What follows belongs to an exercise in optimizing a design on an open flow for small area; a production flow would make more cautious choices.
Where RTL was checked, it was by simulation tests only, not by an equivalence proof against the original.
No driver is modelled on the clock port, so clocking that relies on it looks cheaper here than on a real chip.

==> module mul_fa1, before the edit <==
module mul_fa1 (input logic x, input logic y, output logic s, output logic c);
   assign s = ~(x ^ y);
   assign c = x | y;
endmodule
Settings: LEC_CHECK=0, CAP_MARGIN=20, CORE_MARGIN=2, CORE_UTILIZATION=70, PLACE_DENSITY=0.85, SETUP_SLACK_MARGIN=0.05, SLEW_MARGIN=20, SYNTH_HIERARCHICAL=1, SYNTH_MINIMUM_KEEP_SIZE=0; clock period 8.0 ns.
standard.sh (not shown) runs the stock make flow with config.mk's settings and CLKGATE_MAP_FILE= SYNTH_SCRIPT=/design/flow/synth_recipe.tcl, a recipe that flattens the netlist after the stock synthesis.
==> flow/flow/run.sh <==
#!/bin/bash
# Standard ORFS layout with three changes: the port buffers are the smallest
# buffer cell, CTS uses clkbuf_8 and no dummy loads, and after CTS the
# resizer's power recovery downsizes cells that have setup slack to spare.
set -euo pipefail
here=$(pwd)
bash standard.sh \
  "BUFFER_PORTS_ARGS=-buffer_cell sky130_fd_sc_hd__buf_1" \
  "CTS_ARGS=-sink_clustering_enable -repair_clock_nets -buf_list sky130_fd_sc_hd__clkbuf_8 -dont_use_dummy_load" \
  "POST_CTS_TCL=$here/flow/post_cts.tcl" \
  finish > standard_flow.log 2>&1
==> flow/flow/post_cts.tcl <==
# Downsize cells on paths with setup slack to spare, then re-legalize.
estimate_parasitics -placement
repair_timing -recover_power 100 -setup_margin 0.1 -verbose
detailed_placement
check_placement -verbose
Next try:
--- a/flow/design.v
+++ b/flow/design.v
@@ -33,14 +33,10 @@
    assign zn = ~(a ^ neg);
 endmodule
 module mul_bs (input logic onen, input logic z0n, input logic twon, input logic z1n, output logic pp);
    assign pp = ~((onen | z0n) & (twon | z1n));
 endmodule
-module mul_fa1 (input logic x, input logic y, output logic s, output logic c);
-   assign s = ~(x ^ y);
-   assign c = x | y;
-endmodule
 module mul_ha (input logic x, input logic y, output logic s, output logic c);
    assign s = x ^ y;
    assign c = x & y;
 endmodule
 module mul33
- clock-buffer cell count stays the same
- design area stays the same
- global-route usage stays the same
- maximum frequency stays the same
- first-iteration DRC count stays the same
- hold slack is unchanged
- die area does not change
The RTL of the first run of this note was laid out without a check of its function.

Setup of lane 4:
swerv_mul, a different RTL version from the one above (not shown whole).
Size: about 100 I/O pins, roughly 26000 um^2 of cells after synthesis.
Settings: LEC_CHECK=0, CAP_MARGIN=20, CORE_MARGIN=2, CORE_UTILIZATION=60, SLEW_MARGIN=20, SYNTH_HIERARCHICAL=1, SYNTH_MINIMUM_KEEP_SIZE=0; clock period 8.0 ns.
==> flow/flow/run.sh <==
#!/bin/bash
# Standard ORFS layout, except that the port buffers are the smallest buffer
# cell instead of the default delay buffer.
set -euo pipefail
bash standard.sh "BUFFER_PORTS_ARGS=-buffer_cell sky130_fd_sc_hd__buf_1" finish > standard_flow.log 2>&1
#### Input delta (lane 2 over lane 4)
--- a/flow/design.v
+++ b/flow/design.v
@@ -4307,23 +4307,23 @@
    mul_fa fa1050 (.x(pp14_33), .y(pp15_31), .z(pp16_29), .s(s1049), .c(c1050));
    mul_fa fa1052 (.x(c1044), .y(s1049), .z(c1046), .s(s1051), .c(c1052));
    mul_ha ha1054 (.x(1'b1), .y(pp15_32), .s(s1053), .c(c1054));
    mul_fa fa1056 (.x(pp16_30), .y(s1053), .z(c1050), .s(s1055), .c(c1056));
    assign s1057 = pp15_33 ^ pp16_31 ^ c1054;
    wire [63:0] fx = {s1057, s1055, s1051, c1042, s1041, s1035, c1020, c1010, c1000, s999, s987, c962, c948, c932, c916, c898, c880, s879, s859, c818, c796, c772, c748, c722, c696, c668, c640, c610, c578, c546, c514, c482, c452, c422, c394, c366, c340, c314, c290, c266, c244, c222, c202, c182, c164, c146, c130, c114, c100, c86, c74, c62, c52, c42, c34, c26, c20, c14, c10, s9, s5, s3, pp0_1, neg0};
    wire [63:0] fy = {c1056, c1052, c1048, s1047, c1036, c1028, s1027, s1019, s1009, c988, c976, s975, s961, s947, s931, s915, s897, c860, c840, s839, s817, s795, s771, s747, s721, s695, s667, s639, s609, s577, s545, s513, s481, s451, s421, s393, s365, s339, s313, s289, s265, s243, s221, s201, s181, s163, s145, s129, s113, s99, s85, s73, s61, s51, s41, s33, s25, s19, s13, c6, 1'b0, 1'b0, 1'b0, pp0_0};
    wire [64:0] rc;
    assign rc[0] = 1'b0;
    mul_fa rfa0 (.x(fx[0]), .y(fy[0]), .z(rc[0]), .s(P[0]), .c(rc[1]));
-   mul_fa rfa1 (.x(fx[1]), .y(fy[1]), .z(rc[1]), .s(P[1]), .c(rc[2]));
-   mul_fa rfa2 (.x(fx[2]), .y(fy[2]), .z(rc[2]), .s(P[2]), .c(rc[3]));
-   mul_fa rfa3 (.x(fx[3]), .y(fy[3]), .z(rc[3]), .s(P[3]), .c(rc[4]));
+   mul_ha rha1 (.x(fx[1]), .y(rc[1]), .s(P[1]), .c(rc[2]));
+   mul_ha rha2 (.x(fx[2]), .y(rc[2]), .s(P[2]), .c(rc[3]));
+   mul_ha rha3 (.x(fx[3]), .y(rc[3]), .s(P[3]), .c(rc[4]));
    mul_fa rfa4 (.x(fx[4]), .y(fy[4]), .z(rc[4]), .s(P[4]), .c(rc[5]));
    mul_fa rfa5 (.x(fx[5]), .y(fy[5]), .z(rc[5]), .s(P[5]), .c(rc[6]));
    wire [63:0] pg = fx & fy;
    wire [63:0] pp = fx ^ fy;
    assign G1058 = pg[7] | (pp[7] & pg[6]);
    assign Pp1059 = pp[7] & pp[6];
    assign G1060 = pg[9] | (pp[9] & pg[8]);
    assign Pp1061 = pp[9] & pp[8];
    assign G1062 = pg[11] | (pp[11] & pg[10]);
    assign Pp1063 = pp[11] & pp[10];
- Relative to lane 4, the area overhead of the layout relative to synthesis of lane 2 is higher by 0.20 points.
- Looking at first-pass GRT wire length across both flows, lane 2 is the weaker of the two, with lane 4 ahead.
- Diff lane 2..lane 4 | sequential cell area share | negligible
- Relative to lane 4, worst setup slack has gone down in lane 2.
- Synthesized instance count: lane 2 vs lane 4, no meaningful difference
No functional check of the RTL was part of lane 4.

## what the ideal ports hide
In the flow no input, the clock included, has a driving cell. The finished layouts below were timed again as built, in two steps. Step 1, drivers: a clkbuf_16 drives clk and a buf_2 each remaining input, both assumed. Step 2 moves the port delays by t, midway between the first and last clock arrival at a register: inputs arrive t later, outputs are due t later. That takes back most of the time a late clock gives input paths. a / b / c = ideal ports / drivers / drivers and shift; a / b = the first two.
run | shift t [ns] | setup WS [ns] | clock arrival spread, ns | cell pins on the clock port's net
the first run of note 1 | 0.587 | 0.238 / 0.238 / 0.238 | 0.050 / 0.050 | 1
the second run of note 1 | 0.587 | 0.238 / 0.238 / 0.238 | 0.050 / 0.050 | 1
lane 4 | 0.544 | 0.323 / 0.323 / 0.323 | 0.031 / 0.031 | 1
lane 2 | 0.526 | 0.253 / 0.253 / 0.253 | 0.024 / 0.025 | 1
After both steps every run listed still meets setup and hold.
